Background: an optimization exercise with open tools, aiming at small area. Do not read the settings as production practice. The RTL was checked by simulation tests, not by an equivalence proof against the original design. Power and IR drop assume default switching activity.

File: config.mk
export PLATFORM = sky130hd
export DESIGN_NAME = game6
export DESIGN_NICKNAME = game6
export VERILOG_FILES = /design/flow/design.v
export SDC_FILE = /design/flow/constraint.sdc
export NUM_CORES = 4
export LEC_CHECK = 0
export CAP_MARGIN = 0
export CORE_MARGIN = 2
export CORE_UTILIZATION = 40
export CTS_BUF_LIST = sky130_fd_sc_hd__clkbuf_8
export GPL_TIMING_DRIVEN = 0
export SLEW_MARGIN = 0
export SYNTH_HIERARCHICAL = 1
File: constraint.sdc
create_clock -name core_clock -period 16.0 [get_ports {CLK}]
set_input_delay 3.2000 -clock core_clock [delete_from_list [all_inputs] [get_ports {CLK}]]
set_output_delay 3.2000 -clock core_clock [all_outputs]
set_load 0.01 [all_outputs]
File: design.v
module game6 (
    input wire mode,
    input wire CLK,
    input wire rst,
    input wire [1:0] BTN_LR,
    input wire [9:0] i_x,
    input wire [8:0] i_y,
    input wire i_animate,
    output wire [3:0] VGA_R,
    output wire [3:0] VGA_G,
    output wire [3:0] VGA_B,
    output wire endgame,
    output wire [8:0] score,
    output wire win
    );
    reg [9:0] bxn;       
    reg [8:0] byn;       
    wire [9:0] bx = ~bxn;
    wire [8:0] by = ~byn;
    reg xd, yd;          
    reg par;             
    reg eg;              
    reg [8:0] ph;        
    reg cs;              
    reg hx, hy;          
    reg [4:0] n;         
    reg lit;             
    wire run = i_animate & ~eg & mode;
    wire bottom = ((by[7] & by[6] & ~by[5] & by[3] & by[1]));
    wire restart = ~mode | bottom | eg;
    wire cx104 = ((~bx[9] & ~bx[8] & ~bx[7] & bx[6] & bx[3]) | (~bx[9] & ~bx[8] & ~bx[7] & bx[6] & bx[4]) | (~bx[8] & bx[7] & ~bx[6] & ~bx[4] & ~bx[3] & bx[1]) | (~bx[9] & ~bx[8] & ~bx[7] & bx[6] & bx[5]));
    wire sx104 = ((~bx[7] & ~bx[5] & ~bx[3] & bx[2] & bx[1] & ~bx[0]));
    wire cx140 = ((~bx[9] & ~bx[8] & bx[7] & ~bx[6] & ~bx[5]) | (~bx[9] & ~bx[8] & ~bx[7] & bx[6] & bx[5] & bx[4]) | (~bx[9] & ~bx[8] & bx[7] & ~bx[6] & ~bx[4] & ~bx[0]) | (~bx[9] & ~bx[8] & bx[7] & ~bx[6] & ~bx[4] & ~bx[3]) | (~bx[8] & bx[5] & ~bx[4] & bx[3] & bx[1] & ~bx[0]));
    wire sx140 = ((~bx[7] & bx[5] & bx[3] & ~bx[2] & ~bx[1] & bx[0]) | (bx[7] & ~bx[6] & bx[5] & bx[2] & bx[1] & bx[0]));
    wire cx176 = ((~bx[8] & bx[7] & ~bx[6] & bx[5]) | (~bx[9] & ~bx[8] & bx[7] & ~bx[6] & bx[4]) | (~bx[8] & bx[7] & bx[6] & ~bx[5] & ~bx[4]));
    wire sx176 = ((bx[7] & bx[4] & ~bx[3] & ~bx[2] & bx[1] & ~bx[0]));
    wire cx212 = ((~bx[8] & bx[7] & bx[6] & ~bx[4]) | (~bx[8] & bx[7] & bx[6] & ~bx[5]) | (~bx[8] & bx[7] & ~bx[6] & bx[5] & bx[4]) | (~bx[8] & bx[7] & bx[6] & ~bx[3] & ~bx[2]));
    wire sx212 = ((bx[7] & bx[5] & bx[4] & ~bx[3] & ~bx[1] & bx[0]));
    wire cx248 = ((~bx[8] & bx[7] & bx[6] & bx[5]) | (bx[8] & ~bx[7] & ~bx[6] & ~bx[5] & ~bx[0]) | (bx[8] & ~bx[7] & ~bx[6] & ~bx[5] & ~bx[2]) | (~bx[8] & bx[7] & bx[6] & bx[4] & ~bx[1]));
    wire sx248 = ((bx[7] & bx[4] & ~bx[3] & bx[2] & bx[1] & bx[0]));
    wire cx284 = ((bx[8] & ~bx[7] & ~bx[6]) | (~bx[9] & bx[5] & bx[4] & bx[3] & bx[1] & bx[0]));
    wire sx284 = ((bx[7] & bx[5] & bx[4] & ~bx[2] & bx[1] & ~bx[0]));
    wire cx320 = ((bx[8] & ~bx[7] & bx[6] & ~bx[5]) | (bx[8] & ~bx[7] & ~bx[6] & bx[5]));
    wire sx320 = ((bx[8] & bx[6] & ~bx[4] & ~bx[2] & bx[0]) | (bx[8] & ~bx[5] & bx[3] & bx[2] & ~bx[1] & bx[0]));
    wire cx356 = ((bx[8] & ~bx[7] & bx[6] & bx[2]) | (bx[8] & ~bx[7] & bx[6] & bx[3]) | (bx[8] & ~bx[7] & bx[6] & bx[1]) | (bx[8] & ~bx[4] & ~bx[3] & ~bx[2] & bx[0]));
    wire sx356 = ((bx[7] & ~bx[5] & ~bx[4] & bx[2] & bx[1] & ~bx[0]));
    wire cx392 = ((bx[8] & bx[7] & ~bx[6] & ~bx[5]) | (bx[8] & ~bx[7] & bx[6] & bx[5] & ~bx[0]) | (bx[8] & ~bx[7] & bx[6] & bx[5] & bx[2]) | (bx[8] & bx[7] & ~bx[6] & ~bx[3] & ~bx[1]));
    wire sx392 = ((bx[7] & bx[5] & ~bx[4] & bx[3] & ~bx[1]));
    wire cx428 = ((bx[8] & bx[7] & ~bx[6] & bx[4]) | (bx[8] & bx[7] & ~bx[6] & bx[5]) | (bx[8] & bx[7] & bx[6] & ~bx[5] & ~bx[4]));
    wire sx428 = ((bx[7] & ~bx[5] & ~bx[4] & bx[3] & ~bx[2] & bx[0]));
    wire cx464 = ((bx[8] & bx[7] & bx[6] & ~bx[4]) | (bx[8] & bx[7] & bx[6] & ~bx[5]) | (bx[8] & bx[7] & ~bx[6] & bx[5] & bx[4]));
    wire sx464 = ((bx[7] & ~bx[4] & bx[3] & bx[2] & bx[1] & ~bx[0]));
    wire cx500 = ((~bx[9] & bx[8] & bx[7] & bx[6] & bx[5]) | (bx[9] & ~bx[7] & ~bx[6] & ~bx[5] & ~bx[2]) | (~bx[9] & bx[8] & bx[7] & bx[6] & bx[4] & bx[1]) | (bx[9] & ~bx[7] & ~bx[6] & ~bx[5] & ~bx[4]));
    wire sx500 = ((bx[7] & bx[6] & ~bx[5] & ~bx[3] & ~bx[1]) | (bx[9] & ~bx[5] & ~bx[3] & bx[2] & bx[1]));
    wire cx536 = ((bx[9] & ~bx[7] & ~bx[6] & ~bx[3]) | (bx[9] & ~bx[7] & ~bx[6] & ~bx[1]) | (~bx[9] & bx[8] & bx[7] & bx[6] & bx[5] & bx[4] & bx[3]) | (bx[9] & ~bx[7] & ~bx[6] & ~bx[4]));
    wire sx536 = ((bx[9] & bx[4] & bx[3] & bx[1] & ~bx[0]));
    wire ry100 = ((~by[8] & ~by[7] & by[6] & by[4] & by[1]) | (~by[8] & ~by[7] & by[6] & by[5] & ~by[4]) | (~by[7] & by[6] & ~by[5] & by[4] & by[2] & by[0]));
    wire ey100 = ((~by[8] & ~by[7] & by[6] & by[4] & ~by[3] & by[0]));
    wire ry125 = ((~by[8] & by[7] & ~by[6] & ~by[5] & ~by[4]) | (~by[8] & ~by[7] & by[6] & by[5] & by[4]) | (~by[8] & ~by[4] & by[3] & by[2] & ~by[0]));
    wire ey125 = ((~by[8] & ~by[4] & by[3] & by[2] & ~by[0]));
    wire ry150 = ((~by[8] & by[7] & ~by[6] & ~by[3] & by[0]) | (~by[8] & by[7] & ~by[6] & ~by[4] & ~by[1]) | (~by[8] & by[7] & ~by[6] & ~by[5] & by[4]));
    wire ey150 = ((by[7] & ~by[6] & ~by[4] & ~by[3] & by[2] & by[0]));
    wire ry175 = ((~by[8] & by[7] & ~by[6] & by[5]));
    wire ey175 = ((by[5] & by[4] & by[3] & by[2] & by[1] & ~by[0]) | (by[5] & ~by[4] & ~by[3] & ~by[2] & ~by[1] & ~by[0]));
    wire ry200 = ((~by[8] & by[7] & by[6] & ~by[5] & by[0]) | (~by[8] & by[7] & by[6] & ~by[5] & ~by[2]) | (~by[8] & by[7] & ~by[6] & by[5] & by[4] & by[3]));
    wire ey200 = ((~by[8] & by[7] & by[5] & by[3] & ~by[1]) | (~by[5] & by[4] & ~by[3] & by[2] & by[1] & by[0]));
    wire ry225 = ((by[7] & by[6] & by[5] & ~by[4]) | (~by[8] & by[7] & by[6] & ~by[5] & by[4]) | (~by[8] & by[7] & by[6] & ~by[3] & ~by[0]));
    wire ey225 = ((by[7] & by[6] & by[4] & ~by[3] & ~by[2] & ~by[0]));
    wire ry250 = ((by[7] & by[6] & by[5] & by[4]) | (by[8] & ~by[7] & ~by[6] & ~by[5] & ~by[4] & ~by[1]) | (by[7] & by[6] & by[5] & by[3]));
    wire ey250 = ((~by[7] & ~by[5] & ~by[4] & by[3] & ~by[1]) | (by[7] & by[6] & ~by[4] & by[3] & by[1]));
    wire ry275 = ((by[8] & ~by[7] & ~by[6] & ~by[5]) | (by[8] & ~by[7] & ~by[6] & ~by[2] & ~by[0]));
    wire ey275 = ((by[8] & ~by[7] & ~by[6] & ~by[4] & ~by[3] & ~by[0]));
    wire ry300 = ((by[8] & ~by[7] & ~by[6] & by[5]) | (by[8] & ~by[7] & ~by[6] & by[2] & by[0]));
    wire ey300 = ((by[8] & ~by[7] & ~by[6] & by[4] & by[3] & by[0]));
    wire dx104 = ((i_x[9] | (i_x[8] | (i_x[7] | (i_x[6] & (i_x[5] | (i_x[4] | (i_x[3] & (i_x[2] | (i_x[1] & i_x[0]))))))))) & ~(i_x[9] | (i_x[8] | (i_x[7] & (i_x[6] | (i_x[5] | (i_x[4] | (i_x[3] | (i_x[2] & i_x[1])))))))));
    wire dx140 = ((i_x[9] | (i_x[8] | (i_x[7] | (i_x[6] & (i_x[5] & (i_x[4] | (i_x[3] & (i_x[2] & (i_x[1] & i_x[0]))))))))) & ~(i_x[9] | (i_x[8] | (i_x[7] & (i_x[6] | (i_x[5] & (i_x[4] | (i_x[3] & (i_x[2] | i_x[1])))))))));
    wire dx176 = ((i_x[9] | (i_x[8] | (i_x[7] & (i_x[6] | (i_x[5] | (i_x[4] & (i_x[3] | (i_x[2] | (i_x[1] & i_x[0]))))))))) & ~(i_x[9] | (i_x[8] | (i_x[7] & (i_x[6] & (i_x[5] | (i_x[4] | (i_x[3] & (i_x[2] & i_x[1])))))))));
    wire dx212 = ((i_x[9] | (i_x[8] | (i_x[7] & (i_x[6] | (i_x[5] & (i_x[4] & (i_x[3] | (i_x[2] & (i_x[1] & i_x[0]))))))))) & ~(i_x[9] | (i_x[8] | (i_x[7] & (i_x[6] & (i_x[5] & (i_x[4] & (i_x[3] | (i_x[2] | i_x[1])))))))));
    wire dx248 = ((i_x[9] | (i_x[8] | (i_x[7] & (i_x[6] & (i_x[5] | (i_x[4] & (i_x[3] & (i_x[2] | (i_x[1] & i_x[0]))))))))) & ~(i_x[9] | (i_x[8] & (i_x[7] | (i_x[6] | (i_x[5] | (i_x[4] & (i_x[3] | (i_x[2] & i_x[1])))))))));
    wire dx284 = ((i_x[9] | (i_x[8] | (i_x[7] & (i_x[6] & (i_x[5] & (i_x[4] & (i_x[3] & (i_x[2] & (i_x[1] & i_x[0]))))))))) & ~(i_x[9] | (i_x[8] & (i_x[7] | (i_x[6] | (i_x[5] & (i_x[4] & (i_x[3] & (i_x[2] | i_x[1])))))))));
    wire dx320 = ((i_x[9] | (i_x[8] & (i_x[7] | (i_x[6] | (i_x[5] & (i_x[4] | (i_x[3] | (i_x[2] | (i_x[1] & i_x[0]))))))))) & ~(i_x[9] | (i_x[8] & (i_x[7] | (i_x[6] & (i_x[5] | (i_x[4] & (i_x[3] & (i_x[2] & i_x[1])))))))));
    wire dx356 = ((i_x[9] | (i_x[8] & (i_x[7] | (i_x[6] & (i_x[5] | (i_x[4] | (i_x[3] | (i_x[2] & (i_x[1] & i_x[0]))))))))) & ~(i_x[9] | (i_x[8] & (i_x[7] & (i_x[6] | (i_x[5] | (i_x[4] | (i_x[3] | (i_x[2] | i_x[1])))))))));
    wire dx392 = ((i_x[9] | (i_x[8] & (i_x[7] | (i_x[6] & (i_x[5] & (i_x[4] | (i_x[3] & (i_x[2] | (i_x[1] & i_x[0]))))))))) & ~(i_x[9] | (i_x[8] & (i_x[7] & (i_x[6] | (i_x[5] & (i_x[4] | (i_x[3] | (i_x[2] & i_x[1])))))))));
    wire dx428 = ((i_x[9] | (i_x[8] & (i_x[7] & (i_x[6] | (i_x[5] | (i_x[4] | (i_x[3] & (i_x[2] & (i_x[1] & i_x[0]))))))))) & ~(i_x[9] | (i_x[8] & (i_x[7] & (i_x[6] & (i_x[5] | (i_x[4] | (i_x[3] & (i_x[2] | i_x[1])))))))));
    wire dx464 = ((i_x[9] | (i_x[8] & (i_x[7] & (i_x[6] | (i_x[5] & (i_x[4] & (i_x[3] | (i_x[2] | (i_x[1] & i_x[0]))))))))) & ~(i_x[9] | (i_x[8] & (i_x[7] & (i_x[6] & (i_x[5] & (i_x[4] | (i_x[3] & (i_x[2] & i_x[1])))))))));
    wire dx500 = ((i_x[9] | (i_x[8] & (i_x[7] & (i_x[6] & (i_x[5] | (i_x[4] & (i_x[3] | (i_x[2] & (i_x[1] & i_x[0]))))))))) & ~(i_x[9] & (i_x[8] | (i_x[7] | (i_x[6] | (i_x[5] | (i_x[4] & (i_x[3] | (i_x[2] | i_x[1])))))))));
    wire dx536 = ((i_x[9] | (i_x[8] & (i_x[7] & (i_x[6] & (i_x[5] & (i_x[4] & (i_x[3] & (i_x[2] | (i_x[1] & i_x[0]))))))))) & ~(i_x[9] & (i_x[8] | (i_x[7] | (i_x[6] | (i_x[5] & (i_x[4] & (i_x[3] | (i_x[2] & i_x[1])))))))));
    wire dy100 = ((i_y[8] | (i_y[7] | (i_y[6] & (i_y[5] | (i_y[4] & (i_y[3] & (i_y[2] | (i_y[1] & i_y[0])))))))) & ~(i_y[8] | (i_y[7] | (i_y[6] & (i_y[5] & (i_y[4] | (i_y[3] & (i_y[2] & i_y[1]))))))));
    wire dy125 = ((i_y[8] | (i_y[7] | (i_y[6] & (i_y[5] & (i_y[4] & (i_y[3] | i_y[2])))))) & ~(i_y[8] | (i_y[7] & (i_y[6] | (i_y[5] | (i_y[4] | (i_y[3] | (i_y[2] & (i_y[1] & i_y[0])))))))));
    wire dy150 = ((i_y[8] | (i_y[7] & (i_y[6] | (i_y[5] | (i_y[4] | (i_y[3] & (i_y[2] & (i_y[1] | i_y[0])))))))) & ~(i_y[8] | (i_y[7] & (i_y[6] | i_y[5]))));
    wire dy175 = ((i_y[8] | (i_y[7] & (i_y[6] | (i_y[5] & (i_y[4] | (i_y[3] | (i_y[2] & i_y[1]))))))) & ~(i_y[8] | (i_y[7] & (i_y[6] | (i_y[5] & (i_y[4] & (i_y[3] & (i_y[2] | (i_y[1] | i_y[0])))))))));
    wire dy200 = ((i_y[8] | (i_y[7] & (i_y[6] | (i_y[5] & (i_y[4] & (i_y[3] & (i_y[2] & (i_y[1] & i_y[0])))))))) & ~(i_y[8] | (i_y[7] & (i_y[6] & (i_y[5] | (i_y[4] & (i_y[3] | (i_y[2] | i_y[1]))))))));
    wire dy225 = ((i_y[8] | (i_y[7] & (i_y[6] & (i_y[5] | (i_y[4] & i_y[3]))))) & ~(i_y[8] | (i_y[7] & (i_y[6] & (i_y[5] & (i_y[4] | (i_y[3] & (i_y[2] | (i_y[1] & i_y[0])))))))));
    wire dy250 = ((i_y[8] | (i_y[7] & (i_y[6] & (i_y[5] & (i_y[4] & (i_y[3] | (i_y[2] | (i_y[1] | i_y[0])))))))) & ~(i_y[8] & (i_y[7] | (i_y[6] | (i_y[5] | (i_y[4] | (i_y[3] | i_y[2])))))));
    wire dy275 = ((i_y[8] & (i_y[7] | (i_y[6] | (i_y[5] | (i_y[4] | (i_y[3] & (i_y[2] | i_y[1]))))))) & ~(i_y[8] & (i_y[7] | (i_y[6] | (i_y[5] | (i_y[4] & (i_y[3] & (i_y[2] & (i_y[1] | i_y[0])))))))));
    wire dy300 = ((i_y[8] & (i_y[7] | (i_y[6] | (i_y[5] & (i_y[4] | (i_y[3] | (i_y[2] | (i_y[1] & i_y[0])))))))) & ~(i_y[8] & (i_y[7] | (i_y[6] | (i_y[5] & (i_y[4] & (i_y[3] | (i_y[2] & i_y[1]))))))));
    wire [21:0] hxs, hys, bpix;
    reg [21:0] an;
    wire [21:0] a = ~an;
    wire [21:0] zs, ze;
    assign zs[0] = sx104 & ry150;
    assign ze[0] = cx104 & ey150;
    assign bpix[0] = a[0] & dx104 & dy150;
    assign zs[1] = sx320 & ry150;
    assign ze[1] = cx320 & ey150;
    assign bpix[1] = a[1] & dx320 & dy150;
    assign zs[2] = sx536 & ry150;
    assign ze[2] = cx536 & ey150;
    assign bpix[2] = a[2] & dx536 & dy150;
    assign zs[3] = sx320 & ry300;
    assign ze[3] = cx320 & ey300;
    assign bpix[3] = a[3] & dx320 & dy300;
    assign zs[4] = sx140 & ry125;
    assign ze[4] = cx140 & ey125;
    assign bpix[4] = a[4] & dx140 & dy125;
    assign zs[5] = sx140 & ry175;
    assign ze[5] = cx140 & ey175;
    assign bpix[5] = a[5] & dx140 & dy175;
    assign zs[6] = sx176 & ry100;
    assign ze[6] = cx176 & ey100;
    assign bpix[6] = a[6] & dx176 & dy100;
    assign zs[7] = sx176 & ry200;
    assign ze[7] = cx176 & ey200;
    assign bpix[7] = a[7] & dx176 & dy200;
    assign zs[8] = sx248 & ry100;
    assign ze[8] = cx248 & ey100;
    assign bpix[8] = a[8] & dx248 & dy100;
    assign zs[9] = sx248 & ry250;
    assign ze[9] = cx248 & ey250;
    assign bpix[9] = a[9] & dx248 & dy250;
    assign zs[10] = sx284 & ry125;
    assign ze[10] = cx284 & ey125;
    assign bpix[10] = a[10] & dx284 & dy125;
    assign zs[11] = sx284 & ry275;
    assign ze[11] = cx284 & ey275;
    assign bpix[11] = a[11] & dx284 & dy275;
    assign zs[12] = sx356 & ry125;
    assign ze[12] = cx356 & ey125;
    assign bpix[12] = a[12] & dx356 & dy125;
    assign zs[13] = sx356 & ry275;
    assign ze[13] = cx356 & ey275;
    assign bpix[13] = a[13] & dx356 & dy275;
    assign zs[14] = sx392 & ry100;
    assign ze[14] = cx392 & ey100;
    assign bpix[14] = a[14] & dx392 & dy100;
    assign zs[15] = sx392 & ry250;
    assign ze[15] = cx392 & ey250;
    assign bpix[15] = a[15] & dx392 & dy250;
    assign zs[16] = sx464 & ry100;
    assign ze[16] = cx464 & ey100;
    assign bpix[16] = a[16] & dx464 & dy100;
    assign zs[17] = sx464 & ry200;
    assign ze[17] = cx464 & ey200;
    assign bpix[17] = a[17] & dx464 & dy200;
    assign zs[18] = sx500 & ry125;
    assign ze[18] = cx500 & ey125;
    assign bpix[18] = a[18] & dx500 & dy125;
    assign zs[19] = sx500 & ry175;
    assign ze[19] = cx500 & ey175;
    assign bpix[19] = a[19] & dx500 & dy175;
    assign zs[20] = sx212 & ry225;
    assign ze[20] = cx212 & ey225;
    assign bpix[20] = a[20] & dx212 & dy225;
    assign zs[21] = sx428 & ry225;
    assign ze[21] = cx428 & ey225;
    assign bpix[21] = a[21] & dx428 & dy225;
    wire [4:0] es = {|{zs[15], zs[16], zs[17], zs[18], zs[19], zs[20], zs[21]}, |{zs[7], zs[8], zs[9], zs[10], zs[11], zs[12], zs[13], zs[14]}, |{zs[3], zs[4], zs[5], zs[6], zs[11], zs[12], zs[13], zs[14], zs[19], zs[20], zs[21]}, |{zs[1], zs[2], zs[5], zs[6], zs[9], zs[10], zs[13], zs[14], zs[17], zs[18], zs[21]}, |{zs[0], zs[2], zs[4], zs[6], zs[8], zs[10], zs[12], zs[14], zs[16], zs[18], zs[20]}};
    wire [4:0] ee = {|{ze[15], ze[16], ze[17], ze[18], ze[19], ze[20], ze[21]}, |{ze[7], ze[8], ze[9], ze[10], ze[11], ze[12], ze[13], ze[14]}, |{ze[3], ze[4], ze[5], ze[6], ze[11], ze[12], ze[13], ze[14], ze[19], ze[20], ze[21]}, |{ze[1], ze[2], ze[5], ze[6], ze[9], ze[10], ze[13], ze[14], ze[17], ze[18], ze[21]}, |{ze[0], ze[2], ze[4], ze[6], ze[8], ze[10], ze[12], ze[14], ze[16], ze[18], ze[20]}};
    wire [21:0] a_n = rst ? {22{1'b1}} : (a | {22{~mode}}) & ~(zs | ze);
    reg [4:0] ks, ke;    
    wire in_s = (es == ks) | (es == ke);     
    wire in_e = (ee == ks) | (ee == ke);
    wire hxn = (|zs) & (~mode | ((|(zs & a)) & ~in_s));
    wire hyn = (|ze) & (~mode | ((|(ze & a)) & ~in_e));
    always @(posedge CLK) begin
        an <= ~a_n;
        if (rst) begin
            ks <= 5'd0;
            ke <= 5'd0;
        end else if (~mode & cs) begin
            ks <= es;
            ke <= ee;
        end
    end
    always @(posedge CLK)
    if (rst) begin
        cs <= 1'b0;
        hx <= 1'b0;
        hy <= 1'b0;
    end else begin
        cs <= mode & (cs | run);
        hx <= ~run & (hx | hxn);
        hy <= ~run & (hy | hyn);
    end
    wire btn_l = BTN_LR[1] & ~BTN_LR[0];
    wire btn_r = BTN_LR[0] & ~BTN_LR[1];
    wire [8:0] dbp_s;
    wire [9:0] dbp_c;
    assign dbp_c[0] = bxn[0];
    fa dbp_0 (.a(ph[0]), .b(bxn[1]), .ci(dbp_c[0]), .s(dbp_s[0]), .co(dbp_c[1]));
    fa dbp_1 (.a(ph[1]), .b(bxn[2]), .ci(dbp_c[1]), .s(dbp_s[1]), .co(dbp_c[2]));
    fa dbp_2 (.a(ph[2]), .b(bxn[3]), .ci(dbp_c[2]), .s(dbp_s[2]), .co(dbp_c[3]));
    fa dbp_3 (.a(ph[3]), .b(bxn[4]), .ci(dbp_c[3]), .s(dbp_s[3]), .co(dbp_c[4]));
    fa dbp_4 (.a(ph[4]), .b(bxn[5]), .ci(dbp_c[4]), .s(dbp_s[4]), .co(dbp_c[5]));
    fa dbp_5 (.a(ph[5]), .b(bxn[6]), .ci(dbp_c[5]), .s(dbp_s[5]), .co(dbp_c[6]));
    fa dbp_6 (.a(ph[6]), .b(bxn[7]), .ci(dbp_c[6]), .s(dbp_s[6]), .co(dbp_c[7]));
    fa dbp_7 (.a(ph[7]), .b(bxn[8]), .ci(dbp_c[7]), .s(dbp_s[7]), .co(dbp_c[8]));
    fa dbp_8 (.a(ph[8]), .b(bxn[9]), .ci(dbp_c[8]), .s(dbp_s[8]), .co(dbp_c[9]));
    wire [9:0] dbp = {dbp_s, ~bxn[0]};
    wire pad_x = ((bx[2]) | (~bx[9] & bx[3]) | (~bx[3] & bx[0]) | (bx[9] & ~bx[8]) | (~bx[9] & bx[6]) | (~bx[9] & bx[7]) | (~bx[9] & bx[1])) & ((dbp_c[9] & ~(dbp[9] | (dbp[8] | (dbp[7] | (dbp[6] & (dbp[5] | (dbp[4] | (dbp[3] | (dbp[2] | dbp[1]))))))))) | (~dbp_c[9] & (dbp[9] & (dbp[8] & (dbp[7] & (dbp[6] | (dbp[5] & (dbp[4] & (dbp[3] & (dbp[2] & (dbp[1] & dbp[0])))))))))));
    wire pad_hit = bottom | (((by[8] & by[7] & by[6] & by[4]) | (by[8] & by[7] & by[6] & ~by[1])) & pad_x);
    wire lwall = ((~bx[8] & ~bx[7] & ~bx[6] & ~bx[5] & ~bx[4] & ~bx[3] & ~bx[1]));
    wire rwall = ((bx[9] & bx[7]) | (bx[9] & bx[4] & bx[3] & ~bx[2] & bx[0]));
    wire top = ((~by[8] & ~by[6] & ~by[5] & ~by[4] & ~by[3] & ~by[1]));
    wire [8:0] mx_s;
    wire [9:0] mx_c;
    assign mx_c[0] = bxn[0];
    fa mx_0 (.a(bxn[1]), .b(xd), .ci(mx_c[0]), .s(mx_s[0]), .co(mx_c[1]));
    fa mx_1 (.a(bxn[2]), .b(~xd), .ci(mx_c[1]), .s(mx_s[1]), .co(mx_c[2]));
    fa mx_2 (.a(bxn[3]), .b(xd), .ci(mx_c[2]), .s(mx_s[2]), .co(mx_c[3]));
    fa mx_3 (.a(bxn[4]), .b(xd), .ci(mx_c[3]), .s(mx_s[3]), .co(mx_c[4]));
    fa mx_4 (.a(bxn[5]), .b(xd), .ci(mx_c[4]), .s(mx_s[4]), .co(mx_c[5]));
    fa mx_5 (.a(bxn[6]), .b(xd), .ci(mx_c[5]), .s(mx_s[5]), .co(mx_c[6]));
    fa mx_6 (.a(bxn[7]), .b(xd), .ci(mx_c[6]), .s(mx_s[6]), .co(mx_c[7]));
    fa mx_7 (.a(bxn[8]), .b(xd), .ci(mx_c[7]), .s(mx_s[7]), .co(mx_c[8]));
    fa mx_8 (.a(bxn[9]), .b(xd), .ci(mx_c[8]), .s(mx_s[8]), .co(mx_c[9]));
    wire [7:0] my_s;
    wire [8:0] my_c;
    assign my_c[0] = byn[0];
    fa my_0 (.a(byn[1]), .b(yd), .ci(my_c[0]), .s(my_s[0]), .co(my_c[1]));
    fa my_1 (.a(byn[2]), .b(~yd), .ci(my_c[1]), .s(my_s[1]), .co(my_c[2]));
    fa my_2 (.a(byn[3]), .b(yd), .ci(my_c[2]), .s(my_s[2]), .co(my_c[3]));
    fa my_3 (.a(byn[4]), .b(yd), .ci(my_c[3]), .s(my_s[3]), .co(my_c[4]));
    fa my_4 (.a(byn[5]), .b(yd), .ci(my_c[4]), .s(my_s[4]), .co(my_c[5]));
    fa my_5 (.a(byn[6]), .b(yd), .ci(my_c[5]), .s(my_s[5]), .co(my_c[6]));
    fa my_6 (.a(byn[7]), .b(yd), .ci(my_c[6]), .s(my_s[6]), .co(my_c[7]));
    fa my_7 (.a(byn[8]), .b(yd), .ci(my_c[7]), .s(my_s[7]), .co(my_c[8]));
    wire inc1 = hx ^ hy, inc2 = hx & hy;
    wire [4:0] na_s;
    wire [5:0] na_c;
    assign na_c[0] = 1'b0;
    assign na_s[0] = n[0] ^ inc1 ^ na_c[0];
    assign na_c[1] = (n[0] & inc1) | (na_c[0] & (n[0] ^ inc1));
    fa na_1 (.a(n[1]), .b(inc2), .ci(na_c[1]), .s(na_s[1]), .co(na_c[2]));
    assign na_s[2] = n[2] ^ 1'b0 ^ na_c[2];
    assign na_c[3] = (n[2] & 1'b0) | (na_c[2] & (n[2] ^ 1'b0));
    assign na_s[3] = n[3] ^ 1'b0 ^ na_c[3];
    assign na_c[4] = (n[3] & 1'b0) | (na_c[3] & (n[3] ^ 1'b0));
    assign na_s[4] = n[4] ^ 1'b0 ^ na_c[4];
    assign na_c[5] = (n[4] & 1'b0) | (na_c[4] & (n[4] ^ 1'b0));
    always @(posedge CLK)
    if (rst | ~mode) n <= 5'd0;
    else if (run) n <= na_s;
    always @(posedge CLK)
    if (rst) begin
        par <= 1'b0;
        bxn <= ~10'd320;
        byn <= ~9'd430;
        xd <= 1'b0;
        yd <= 1'b0;
        eg <= 1'b0;
    end else begin
        par <= ~par;
        eg <= mode & (eg | bottom);
        if (run) begin
            bxn <= {mx_s, ~bxn[0]};
            byn <= {my_s, ~byn[0]};
            if (pad_hit & (btn_l | btn_r)) xd <= btn_r;
            else if (rwall) xd <= 1'b0;
            else if (lwall) xd <= 1'b1;
            else if (bottom) xd <= ~par;
            else xd <= xd ^ hx;
            if (pad_hit) yd <= 1'b0;
            else if (top) yd <= 1'b1;
            else if (bottom) yd <= 1'b0;
            else yd <= yd ^ hy;
        end else if (restart) begin
            bxn <= ~10'd320;
            byn <= ~9'd430;
            xd <= ~par;
            yd <= 1'b0;
        end
    end
    wire pm_l = run & btn_l & ((ph[5]) | (ph[0]) | (~ph[2]) | (~ph[4]) | (ph[7]));
    wire pm_r = run & btn_r & ((~ph[8]) | (~ph[5]) | (~ph[0]));
    wire pm = pm_l | pm_r;
    wire [8:0] pa_s;
    wire [9:0] pa_c;
    assign pa_c[0] = 1'b0;
    assign pa_s[0] = ph[0] ^ pm ^ pa_c[0];
    assign pa_c[1] = (ph[0] & pm) | (pa_c[0] & (ph[0] ^ pm));
    fa pa_1 (.a(ph[1]), .b(pm_l), .ci(pa_c[1]), .s(pa_s[1]), .co(pa_c[2]));
    fa pa_2 (.a(ph[2]), .b(pm_r), .ci(pa_c[2]), .s(pa_s[2]), .co(pa_c[3]));
    fa pa_3 (.a(ph[3]), .b(pm_l), .ci(pa_c[3]), .s(pa_s[3]), .co(pa_c[4]));
    fa pa_4 (.a(ph[4]), .b(pm_l), .ci(pa_c[4]), .s(pa_s[4]), .co(pa_c[5]));
    fa pa_5 (.a(ph[5]), .b(pm_l), .ci(pa_c[5]), .s(pa_s[5]), .co(pa_c[6]));
    fa pa_6 (.a(ph[6]), .b(pm_l), .ci(pa_c[6]), .s(pa_s[6]), .co(pa_c[7]));
    fa pa_7 (.a(ph[7]), .b(pm_l), .ci(pa_c[7]), .s(pa_s[7]), .co(pa_c[8]));
    fa pa_8 (.a(ph[8]), .b(pm_l), .ci(pa_c[8]), .s(pa_s[8]), .co(pa_c[9]));
    always @(posedge CLK)
    if (rst | eg | ~mode) ph <= 9'd160;
    else ph <= pa_s;
    wire [9:0] bpx_s;
    wire [10:0] bpx_c;
    assign bpx_c[0] = 1'b0;
    assign bpx_s[0] = i_x[0] ^ bxn[0] ^ bpx_c[0];
    assign bpx_c[1] = (i_x[0] & bxn[0]) | (bpx_c[0] & (i_x[0] ^ bxn[0]));
    fa bpx_1 (.a(i_x[1]), .b(bxn[1]), .ci(bpx_c[1]), .s(bpx_s[1]), .co(bpx_c[2]));
    fa bpx_2 (.a(i_x[2]), .b(bxn[2]), .ci(bpx_c[2]), .s(bpx_s[2]), .co(bpx_c[3]));
    fa bpx_3 (.a(i_x[3]), .b(bxn[3]), .ci(bpx_c[3]), .s(bpx_s[3]), .co(bpx_c[4]));
    fa bpx_4 (.a(i_x[4]), .b(bxn[4]), .ci(bpx_c[4]), .s(bpx_s[4]), .co(bpx_c[5]));
    fa bpx_5 (.a(i_x[5]), .b(bxn[5]), .ci(bpx_c[5]), .s(bpx_s[5]), .co(bpx_c[6]));
    fa bpx_6 (.a(i_x[6]), .b(bxn[6]), .ci(bpx_c[6]), .s(bpx_s[6]), .co(bpx_c[7]));
    fa bpx_7 (.a(i_x[7]), .b(bxn[7]), .ci(bpx_c[7]), .s(bpx_s[7]), .co(bpx_c[8]));
    fa bpx_8 (.a(i_x[8]), .b(bxn[8]), .ci(bpx_c[8]), .s(bpx_s[8]), .co(bpx_c[9]));
    fa bpx_9 (.a(i_x[9]), .b(bxn[9]), .ci(bpx_c[9]), .s(bpx_s[9]), .co(bpx_c[10]));
    wire [8:0] bpy_s;
    wire [9:0] bpy_c;
    assign bpy_c[0] = 1'b0;
    assign bpy_s[0] = i_y[0] ^ byn[0] ^ bpy_c[0];
    assign bpy_c[1] = (i_y[0] & byn[0]) | (bpy_c[0] & (i_y[0] ^ byn[0]));
    fa bpy_1 (.a(i_y[1]), .b(byn[1]), .ci(bpy_c[1]), .s(bpy_s[1]), .co(bpy_c[2]));
    fa bpy_2 (.a(i_y[2]), .b(byn[2]), .ci(bpy_c[2]), .s(bpy_s[2]), .co(bpy_c[3]));
    fa bpy_3 (.a(i_y[3]), .b(byn[3]), .ci(bpy_c[3]), .s(bpy_s[3]), .co(bpy_c[4]));
    fa bpy_4 (.a(i_y[4]), .b(byn[4]), .ci(bpy_c[4]), .s(bpy_s[4]), .co(bpy_c[5]));
    fa bpy_5 (.a(i_y[5]), .b(byn[5]), .ci(bpy_c[5]), .s(bpy_s[5]), .co(bpy_c[6]));
    fa bpy_6 (.a(i_y[6]), .b(byn[6]), .ci(bpy_c[6]), .s(bpy_s[6]), .co(bpy_c[7]));
    fa bpy_7 (.a(i_y[7]), .b(byn[7]), .ci(bpy_c[7]), .s(bpy_s[7]), .co(bpy_c[8]));
    fa bpy_8 (.a(i_y[8]), .b(byn[8]), .ci(bpy_c[8]), .s(bpy_s[8]), .co(bpy_c[9]));
    wire [8:0] ppx_s;
    wire [9:0] ppx_c;
    assign ppx_c[0] = 1'b1;
    assign ppx_s[0] = i_x[1] ^ ~ph[0] ^ ppx_c[0];
    assign ppx_c[1] = (i_x[1] & ~ph[0]) | (ppx_c[0] & (i_x[1] ^ ~ph[0]));
    fa ppx_1 (.a(i_x[2]), .b(~ph[1]), .ci(ppx_c[1]), .s(ppx_s[1]), .co(ppx_c[2]));
    fa ppx_2 (.a(i_x[3]), .b(~ph[2]), .ci(ppx_c[2]), .s(ppx_s[2]), .co(ppx_c[3]));
    fa ppx_3 (.a(i_x[4]), .b(~ph[3]), .ci(ppx_c[3]), .s(ppx_s[3]), .co(ppx_c[4]));
    fa ppx_4 (.a(i_x[5]), .b(~ph[4]), .ci(ppx_c[4]), .s(ppx_s[4]), .co(ppx_c[5]));
    fa ppx_5 (.a(i_x[6]), .b(~ph[5]), .ci(ppx_c[5]), .s(ppx_s[5]), .co(ppx_c[6]));
    fa ppx_6 (.a(i_x[7]), .b(~ph[6]), .ci(ppx_c[6]), .s(ppx_s[6]), .co(ppx_c[7]));
    fa ppx_7 (.a(i_x[8]), .b(~ph[7]), .ci(ppx_c[7]), .s(ppx_s[7]), .co(ppx_c[8]));
    fa ppx_8 (.a(i_x[9]), .b(~ph[8]), .ci(ppx_c[8]), .s(ppx_s[8]), .co(ppx_c[9]));
    wire [9:0] dpx = {ppx_s, i_x[0]};
    wire ball_x = (bpx_c[10] & ~(bpx_s[9] | (bpx_s[8] | (bpx_s[7] | (bpx_s[6] | (bpx_s[5] | (bpx_s[4] | (bpx_s[3] | bpx_s[2])))))))) | (~bpx_c[10] & (bpx_s[9] & (bpx_s[8] & (bpx_s[7] & (bpx_s[6] & (bpx_s[5] & (bpx_s[4] & (bpx_s[3] & (bpx_s[2] | (bpx_s[1] & bpx_s[0]))))))))));
    wire ball_y = (bpy_c[9] & ~(bpy_s[8] | (bpy_s[7] | (bpy_s[6] | (bpy_s[5] | (bpy_s[4] | (bpy_s[3] | bpy_s[2]))))))) | (~bpy_c[9] & (bpy_s[8] & (bpy_s[7] & (bpy_s[6] & (bpy_s[5] & (bpy_s[4] & (bpy_s[3] & (bpy_s[2] | (bpy_s[1] & bpy_s[0])))))))));
    wire ball_pix = ((bx[0]) | (bx[3]) | (bx[2]) | (bx[1]) | (bx[7]) | (bx[4]) | (bx[6])) & ((by[0]) | (by[1]) | (by[2]) | (by[3]) | (by[4]) | (by[6]) | (by[7])) & ball_x & ball_y;
    wire pad_pix = ((ppx_c[9] & ~(dpx[9] | (dpx[8] | (dpx[7] | (dpx[6] | (dpx[5] & (dpx[4] & (dpx[3] & dpx[2])))))))) | (~ppx_c[9] & (dpx[9] & (dpx[8] & (dpx[7] & (dpx[6] & (dpx[5] | (dpx[4] | (dpx[3] | (dpx[2] & (dpx[1] | dpx[0]))))))))))) & ((i_y[8] & (i_y[7] & (i_y[6] & (i_y[5] | (i_y[4] & (i_y[3] | (i_y[2] | i_y[1]))))))) & ~(i_y[8] & (i_y[7] & (i_y[6] & (i_y[5] | (i_y[4] & (i_y[3] & (i_y[2] | (i_y[1] & i_y[0])))))))));
    always @(posedge CLK)
    if (rst) lit <= 1'b0;
    else lit <= ball_pix | pad_pix | (|bpix);
    assign VGA_R = {4{lit}};
    assign VGA_G = {4{lit}};
    assign VGA_B = {4{lit}};
    assign endgame = eg;
    wire [4:0] s5_s;
    wire [5:0] s5_c;
    assign s5_c[0] = 1'b0;
    assign s5_s[0] = n[2] ^ n[0] ^ s5_c[0];
    assign s5_c[1] = (n[2] & n[0]) | (s5_c[0] & (n[2] ^ n[0]));
    fa s5_1 (.a(n[3]), .b(n[1]), .ci(s5_c[1]), .s(s5_s[1]), .co(s5_c[2]));
    fa s5_2 (.a(n[4]), .b(n[2]), .ci(s5_c[2]), .s(s5_s[2]), .co(s5_c[3]));
    assign s5_s[3] = 1'b0 ^ n[3] ^ s5_c[3];
    assign s5_c[4] = (1'b0 & n[3]) | (s5_c[3] & (1'b0 ^ n[3]));
    assign s5_s[4] = 1'b0 ^ n[4] ^ s5_c[4];
    assign s5_c[5] = (1'b0 & n[4]) | (s5_c[4] & (1'b0 ^ n[4]));
    wire [6:0] s = {s5_s, n[1:0]};
    assign score = {2'b00, s & {7{mode}}};
    assign win = ((n[4] & n[2] & n[1]));
endmodule
module fa (
    input wire a,
    input wire b,
    input wire ci,
    output wire s,
    output wire co
    );
    assign s = a ^ b ^ ci;
    assign co = (a & b) | (ci & (a ^ b));
endmodule
File: flow/run.sh
#!/bin/bash
# Layout flow: the standard layout (standard.sh) with these changes:
#  - the synthesis maps the logic with an area-oriented ABC script
#    (abc_area.script here) in place of ORFS's delay-oriented abc_speed.script;
#  - the synthesis adds no buffers between outputs that carry the same signal
#    (placement still gives every output port a buffer of its own);
#  - placement gives every input and output port a buf_1 buffer;
#  - clock tree synthesis adds no dummy loads to balance the tree's leaves.
# The synthesis is otherwise ORFS's with the standard flow's own script (synth_recipe.tcl),
# so the registers, their names and cells are those of the standard synthesis.
set -euo pipefail
W=$(pwd)
rm -rf "$W/scripts_area"
cp -r "$FLOW_HOME/scripts" "$W/scripts_area"
cp "$W/flow/abc_area.script" "$W/scripts_area/abc_speed.script"
bash "$W/standard.sh" SCRIPTS_DIR="$W/scripts_area" SYNTH_INSBUF=0 synth > "$W/synth.log" 2>&1
bash "$W/standard.sh" "BUFFER_PORTS_ARGS=-buffer_cell sky130_fd_sc_hd__buf_1" \
    "CTS_ARGS=-sink_clustering_enable -repair_clock_nets -buf_list sky130_fd_sc_hd__clkbuf_8 -dont_use_dummy_load" \
    > "$W/layout.log" 2>&1
File: flow/abc_area.script
&get -n
&st
&syn2
&dc2
&syn2
&dch -f
&nf -R 1000 -p
&st
&syn2
&dc2
&syn2
&dch -f
&nf -R 1000 -p
&st
&syn2
&dc2
&syn2
&dch -f
&nf -R 1000 -p
&put
topo
File: standard.sh
#!/bin/bash
# synth_recipe.tcl (not shown) runs the flow's synth.tcl, then flattens the netlist and writes it again
# the make line also repeats each setting of config.mk as NAME=value (left out here)
make -C /OpenROAD-flow-scripts/flow DESIGN_CONFIG=/design/flow/config.mk WORK_HOME=/design/flow/orfs CLKGATE_MAP_FILE= SYNTH_SCRIPT=/design/flow/synth_recipe.tcl "${@:-finish}"
==> results of run 1 <==
-- cell usage in the layout (no fill, tap or decap), types with 3 or more instances in the layout --
cell / Yosys / layout
o211ai_1: 6 / 6
nor3_1: 32 / 32
nor4b_1: 3 / 3
nand2_1: 109 / 109
or2_0: 5 / 5
or3_1: 7 / 7
o31ai_1: 8 / 8
a211oi_1: 8 / 8
a2111oi_0: 4 / 4
nand3_1: 28 / 28
xnor2_1: 13 / 13
a32oi_1: 4 / 4
a22oi_1: 9 / 9
a41oi_1: 3 / 3
o311ai_0: 4 / 4
and2_0: 22 / 22
nor3b_1: 5 / 5
clkinv_1: 18 / 18
clkbuf_8: 0 / 9
nand4_1: 21 / 21
nand2b_1: 25 / 25
xor2_1: 9 / 9
dfxtp_1: 73 / 73
nor2_1: 92 / 92
and3_1: 12 / 12
a21oi_1: 38 / 38
a31oi_1: 33 / 33
nand3b_1: 3 / 3
or4b_1: 3 / 3
ha_1: 12 / 12
o21ai_0: 29 / 29
nor2b_1: 14 / 14
buf_1: 0 / 43
nor4_1: 11 / 11
fa_1: 62 / 62
o22ai_1: 41 / 41
nand4b_1: 8 / 8
or4_1: 5 / 5
-- modules after synthesis, one instance, submodules excluded --
| module | times used | cell area [um2] |
|---|---|---|
| fa | 62 | 20.0 |
| game6 | 1 | 5240 |
-- metal layers --
layer  track usage  wire length (um)  up-vias  share of wire
met5             0                 0        -              0
met2         0.390              9520      323           0.45
met4        0.0851               701        0          0.033
met3        0.0459              1400       64          0.066
met1         0.347              9570     3136           0.45
li1              -                 -     3093              -
-- state kept, by name, summed over array words and instances (netlist names) --
name  cells
n         5
hy        1
par       1
cs        1
ph        9
yd        1
ks        5
byn       9
hx        1
xd        1
eg        1
ke        5
lit       1
bxn      10
an       22
-- cell families (layout without fill, tap and decap cells) --
group	after synthesis	after routing
simple gates	409	409
buf+inv	18	73
compound gates	204	204
fa+ha+maj	74	74
flops	73	73
xor+xnor	22	22
other cells	1	2
-- report_power, final --
| part | internal [W] | switching (W) |
|---|---|---|
| registers | 0.000185 | 0.0000164 |
| clock network | 0.0000503 | 0.0000704 |
| logic | 0.0000392 | 0.0000563 |
-- final timing paths --
check,from,to,cells after the start
max,mode,ph[8]$_SDFF_PP0_,14
min,par$_SDFF_PP0_,par$_SDFF_PP0_,1
max reg2reg,bxn[1]$_SDFFE_PP1P_,xd$_SDFFE_PP0P_,19
min reg2reg,par$_SDFF_PP0_,par$_SDFF_PP0_,1
-- stage by stage --
step	setup slack (ns)	total power [W]	instance area (um2)	instances	utilization
3_3_place_gp	6.95	0.000299	6920	1063	0.436
2_1_floorplan	7.99	0.000264	6480	802	-
3_5_place_dp	7.35	0.000300	6950	1064	0.437
6_report	7.79	0.000418	7070	1073	0.445
4_1_cts	7.75	0.000419	7070	1073	0.445
5_1_grt	7.54	0.000442	7070	1073	0.445
-- cell usage after synthesis (9+ instances only) --
cell type and instances:
a31oi_1 33, fa_1 62, nand4_1 21, o22ai_1 41
a21oi_1 38, nor2b_1 14, nor3_1 32, a22oi_1 9
nand2b_1 25, and3_1 12, xnor2_1 13, nor4_1 11
ha_1 12, dfxtp_1 73, nor2_1 92, and2_0 22
xor2_1 9, nand2_1 109, clkinv_1 18, o21ai_0 29
nand3_1 28
-- worst register-to-register path: cells and delay by family (launching register included) --
family | cells | cell delay (ns)
AO/OA/AOI/OAI | 6 | 1.05
flip-flops | 1 | 0.57
adder cells (fa/ha/maj) | 9 | 3.77
AND/OR/NAND/NOR | 4 | 0.32
-- area by class of cell --
cell class / instances / area [um2] / share of cell area
inverter: 18 / 67.6 / 0.00956
tap: 216 / 270 / 0.0382
multi-input combinational: 711 / 4950 / 0.701
sequential: 73 / 1460 / 0.207
clock buffer: 9 / 124 / 0.0175
timing repair buffer: 46 / 191 / 0.0271
==> run_results.csv, run 1 <==
group,metric,value,unit
run_status,status,"no timing/DRC/antenna violations",
worst_hold_path,worstHoldPathType,"register to register",
grt,antenna_found_initial,0,
floorplanning,num_rows,46,
detailed_routing,firstDrtPassIters,7,
detailed_routing,vias,6616,
layout,drive_above_1_share,0.0140,
logic_synthesis,synth_edf_count,0,
logic_synthesis,synth.avg_cell_area,8.09,um2
clock_tree,cts.sinks,73,
detailed_routing,routedWlPerCell,19.7,um
sta,tns,0,ns
floorplanning,dieWidth,131,um
grt,gr-usage-all-layers,0.249,
clock_tree,cts_buffers,9,
logic_synthesis,synth.distinct_cells,55,
clock_tree,cts_resized,0,
worst_setup_path,worst_setup_path_start_kind,"input pin",
sta,worst_clock_skew,0.0262,ns
worst_setup_path,cp_common_cell,"fa_1",
layout,areaGrowthSynthToFinish,9.09,%
logic_synthesis,ys_dominant_reg_cell,"dfxtp_1",
logic_synthesis,synthTopCellsByArea,"dfxtp_1 (23%), fa_1 (19%), nand2_1 (6.3%)",
detailed_routing,final_antenna_net_count,0,
logic_synthesis,synthCells,801,
layout,nets,958,
floorplanning,io_pins,48,
floorplanning,dieArea,0.0172,mm2
grt,grt.overflow.total,0,
place,dp_hpwl,15.8,mm
sta,period_share,0.513,
clock_tree,cts_buffer_depth,2,
sta,relSlewSlack,0.355,
sta,fmax,122,MHz
sta,fin_crit,8.21,ns
power_and_ir_drop,p_leak,2.51,nW
sta,setup_viol,0,
logic_synthesis,ys_seq_elements,73,
layout,nFillCells,1675,
logic_synthesis,netlist.area_leader.share,0.226,
worst_setup_path,worstPathMaxFanout,37,
sta,worstMarginPinSlew,0.966,ns
sta,rsz0062_at_grt,"false",
logic_synthesis,synth_mux_area_frac,0,
floorplanning,die_h,131,um
logic_synthesis,ys.warnings.count,7,
logic_synthesis,ys_seq_area_frac,0.226,
logic_synthesis,async_reset_ff_frac,0,
place,portBuffers,45,
logic_synthesis,synth-xor-area-share,0.0297,
grt,grt_first_pass_wirelength,34.3,mm
worst_setup_path,slowest_delay,0.58,ns
worst_setup_path,worstPathArrival,8.47,ns
clock_tree,clk-insertion-delay-late,0.39,ns
worst_setup_path,worst-endpoint-required,16.26,ns
worst_setup_path,reg2reg_slack,10.24,ns
worst_setup_path,critPathKind,"input pin to register",
worst_setup_path,path_cells,"buf_2, and3b_1, and3_1, or2_0, ha_1, fa_1, fa_1, fa_1, fa_1, fa_1, fa_1, fa_1, fa_1, and2_0",
worst_setup_path,crit_slowest_cell,"and3b_1",
sta,holdWs,0.470,ns
detailed_routing,drtIter0Drc,928,
logic_synthesis,synth_area_leader_cell,"dfxtp_1",
grt,grt_max_degree,38,
sta,finalHoldViolCount,0,
detailed_routing,drt-total-wl,21.2,mm
clock_tree,post_cts_buffers,0,
clock_tree,cts_tree,"built",
layout,diodes,0,
worst_setup_path,endpoint_kind,"register",
detailed_routing,drc,0,
grt,grt_pass1_vias,6232,
logic_synthesis,synth_top_family_by_area,"simple AND/OR/NAND/NOR gates",
logic_synthesis,synth_compound_area_frac,0.203,
clock_tree,cts_root_buf,"clkbuf_8",
logic_synthesis,synthAdderAreaFrac,0.215,
clock_tree,clk_pin_slew,0.07,ns
run,drv_cap,0,
power_and_ir_drop,power.density,59.2,mW/mm2
clock_tree,cts-hold-fix-buffers,0,
floorplanning,fp.coreArea,0.0159,mm2
clock_tree,cts_max_level,3,
logic_synthesis,synth.cell_area,0.00648,mm2
floorplanning,start_util,0.408,
worst_setup_path,critPathBufInv,1,
worst_setup_path,critPathTopFamily,"adder cells",
power_and_ir_drop,ir_worst_vdd,0.0749,mV
sta,slew_viol_final,0,
logic_synthesis,synth-simple-area-share,0.316,
detailed_routing,viasPerCell,6.17,
place,gp_congestion,1.01,
==> run 2: changes to the inputs <==
==> flow/abc_area.script (replaced) <==
&get -n
&st
&syn2
&dc2
&syn2
&dch -f
&nf -R 1000 -p
&st
&syn2
&dc2
&syn2
&dch -f
&nf -R 1000 -p
&put
topo
==> run_results.csv, run 2 <==
group,metric,value,unit
layout,layout_commonest_cell,"nor2_1",
sta,worst_clock_skew,0.0218,ns
detailed_routing,drt-total-wl,21.1,mm
clock_tree,cts_resized,0,
layout,regMostFlops,"an",
layout,final_cell_mix,"nor2_1 (110), nand2_1 (107), dfxtp_1 (73)",
layout,diodes,0,
run_status,status,"no timing/DRC/antenna violations",
worst_setup_path,worst_setup_path_start_kind,"input pin",
layout,largest_reg_flops,22,
logic_synthesis,synth_edf_count,0,
power_and_ir_drop,switchingPower,0.000139,W
sta,rsz0062_at_grt,"false",
logic_synthesis,synthTopCellsByCount,"nor2_1 (110), nand2_1 (107), dfxtp_1 (73)",
detailed_routing,firstDrtPassIters,7,
worst_setup_path,critPathKind,"input pin to register",
clock_tree,post_cts_buffers,0,
power_and_ir_drop,internal_power,0.000273,W
clock_tree,cts.sinks,73,
floorplanning,dieArea,0.0173,mm2
detailed_routing,drc,0,
clock_tree,cts_tree,"built",
grt,grt_max_degree,47,
grt,antenna_found_initial,0,
power_and_ir_drop,power.share.clock,0.287,
run,drv_cap,0,
logic_synthesis,ys_dominant_reg_cell,"dfxtp_1",
floorplanning,fp.coreArea,0.0159,mm2
sta,tns,0,ns
grt,grt_pass1_vias,6317,
logic_synthesis,synthCells,816,
clock_tree,clk_pin_slew,0.07,ns
logic_synthesis,synth.cell_area,0.00649,mm2
place,gp_congestion,0.989,
place,pre_cts_slack,7.30,ns
clock_tree,cts_buffer_depth,2,
worst_hold_path,worstHoldPathType,"register to register",
detailed_routing,final_antenna_net_count,0,
logic_synthesis,synth_most_common_cell,"nor2_1",
floorplanning,start_util,0.409,
worst_setup_path,endpoint_kind,"register",
sta,setup_ws,7.62,ns
layout,final_core_util,0.446,
sta,finalHoldViolCount,0,
clock_tree,cts-hold-fix-buffers,0,
place,placed_cell_area,0.00696,mm2
detailed_routing,routedWlPerCell,19.4,um
place,portBuffers,45,
logic_synthesis,synthTopCellsByArea,"dfxtp_1 (23%), fa_1 (19%), nor2_1 (6.4%)",
logic_synthesis,netlist.area_leader.share,0.225,
logic_synthesis,synth.distinct_cells,54,
floorplanning,dieWidth,131,um
grt,gr-usage-all-layers,0.248,
power_and_ir_drop,ir_worst_vdd,0.0403,mV
layout,nets,973,
logic_synthesis,ys_seq_area_frac,0.225,
power_and_ir_drop,swShare,0.338,
floorplanning,num_rows,46,
sta,relSlewSlack,0.362,
clock_tree,cts_root_buf,"clkbuf_8",
power_and_ir_drop,p_leak,2.56,nW
logic_synthesis,synth_area_leader_cell,"dfxtp_1",
floorplanning,die_h,131,um
grt,grt_first_pass_wirelength,34.3,mm
clock_tree,cts_buffers,9,
detailed_routing,viasPerCell,6.10,
layout,stdcell_area,0.00708,mm2
detailed_routing,drtIter0Drc,690,
sta,period_share,0.524,
sta,slew_viol_final,0,
layout,largestRegisters,"an: 22 flops, bxn: 10 flops",
power_and_ir_drop,p_comb_frac,0.225,
place,dp_hpwl,15.7,mm
detailed_routing,vias,6636,
clock_tree,cts_max_level,3,
sta,worstMarginPinSlew,0.947,ns
power_and_ir_drop,p_total,0.000412,W
worst_setup_path,worstPathMaxFanout,7,
worst_setup_path,worst-endpoint-required,16.25,ns
power_and_ir_drop,p_seq_frac,0.487,
logic_synthesis,ys.warnings.count,7,
sta,fin_crit,8.38,ns
clock_tree,clk-insertion-delay-late,0.39,ns
floorplanning,io_pins,48,
worst_setup_path,worstPathArrival,8.63,ns
logic_synthesis,async_reset_ff_frac,0,
sta,fmax,119,MHz
logic_synthesis,ys_seq_elements,73,
sta,setup_viol,0,
layout,drive_above_1_share,0.0138,
layout,areaGrowthSynthToFinish,9.08,%
logic_synthesis,synth.avg_cell_area,7.95,um2
power_and_ir_drop,power.density,58.3,mW/mm2
grt,grt.overflow.total,0,
## run 2: cell count changes in the layout (fill, tap and decap cells not counted), moves of 4 or more
| cell | before | now |
|---|---|---|
| nand4_1 | 21 | 25 |
| nor2_1 | 92 | 110 |
| nor3_1 | 32 | 38 |
| nor4_1 | 11 | 19 |
| o211ai_1 | 6 | 1 |
| o21ai_0 | 29 | 33 |
## run 2: routing by layer
layer  vias up  track usage  routed length [um]
li1       3134            -                   -
met1      3171        0.349                9440
met2       291        0.387                9610
met3        40       0.0409                1500
met4         0       0.0845                 540
met5         -            0                   0
## run 2: cell type report
cell class,count,area [um2]
Inverter,19,71.3
Fill cell,1691,8800
Tap cell,216,270
Sequential cell,73,1460
Clock buffer,9,124
Multi-Input combinational cell,725,4960
Timing Repair Buffer,46,191
## run 2: power groups by stage
stage          combinational (W)  clock, W  sequential, W
2_1_floorplan          0.0000605         0       0.000201
3_3_place_gp           0.0000907         0       0.000205
3_5_place_dp           0.0000923         0       0.000205
4_1_cts                0.0000927  0.000121       0.000201
5_1_grt                 0.000106  0.000126       0.000202
6_report               0.0000930  0.000118       0.000201
## run 2: modules after synthesis (local to each module, per instance)
module,cell area (um2),times used,flops+latches
fa,20.0,62,0
game6,5250,1,73
## run 2: logic make-up (layout without fill, tap and decap cells)
logic type                 count (synthesis)  after routing  synth area share
and+or+nand+nor                          434            434             0.331
AOI/OAI and AO/OA                        192            192             0.187
adders and majority gates                 74             74             0.214
DFF                                       73             73             0.225
xor gates and xnor gates                  23             23            0.0310
buffers and inverters                     19             74            0.0110
other                                      1              2          0.000578
## run 2: final timing paths
path              slack [ns]  depth (start not counted)             end                 from
setup / recovery        7.62                         20  lit$_SDFF_PP0_               i_x[0]
hold / removal          0.44                          1  par$_SDFF_PP0_       par$_SDFF_PP0_
setup reg to reg       10.10                         19  lit$_SDFF_PP0_  bxn[0]$_SDFFE_PP1P_
hold reg to reg         0.44                          1  par$_SDFF_PP0_       par$_SDFF_PP0_
## run 2: critical path, cell delays in order
cell,delay (ns)
buf_1,0.18
ha_1,0.27
fa_1,0.39
fa_1,0.39
fa_1,0.38
fa_1,0.39
fa_1,0.39
fa_1,0.39
fa_1,0.39
fa_1,0.39
fa_1,0.52
nor2_1,0.05
nand3_1,0.07
nor3_1,0.04
o21ai_0,0.22
o311ai_0,0.16
a2111oi_0,0.41
nand4_1,0.14
nor4_1,0.19
nor2_1,0.06
## run 2: metrics by stage
step                hold WS (ns)  std cells
floorplan                  0.398        817
global placement           0.420       1078
detailed placement         0.426       1079
CTS                        0.444       1088
global route               0.463       1088
finish                     0.442       1088

==> port drivers added, routing unchanged <==
In the flow no input, the clock included, has a driving cell. The finished layouts below were timed again as built, in two steps.
Step 1: set_driving_cell puts a clkbuf_16 on CLK and a buf_2 on each other input, an assumption about the parent block.
Step 2 adds t to the input delays and takes it off the output delays; t is the mean of the earliest and latest rising clock arrival at the registers after step 1. Input paths then give back, and output paths get back, about the clock's delay inside the block.
a / b / c = no drivers / after step 1 / after step 2; a / b = the first two.
| run | shift t [ns] | setup slack, ns | worst setup path at the end | cell pins on the clock port's net |
|---|---|---|---|---|
| run 1 | 0.414 | 7.793 / 7.804 / 7.390 | input to register | 1 |
| run 2 | 0.413 | 7.620 / 7.638 / 7.225 | input to register | 1 |
After both steps setup and hold are still met in every run listed. For run 1, which loses most, drivers alone change the setup slack by +0.011 ns; drivers and shift together by -0.403 ns.
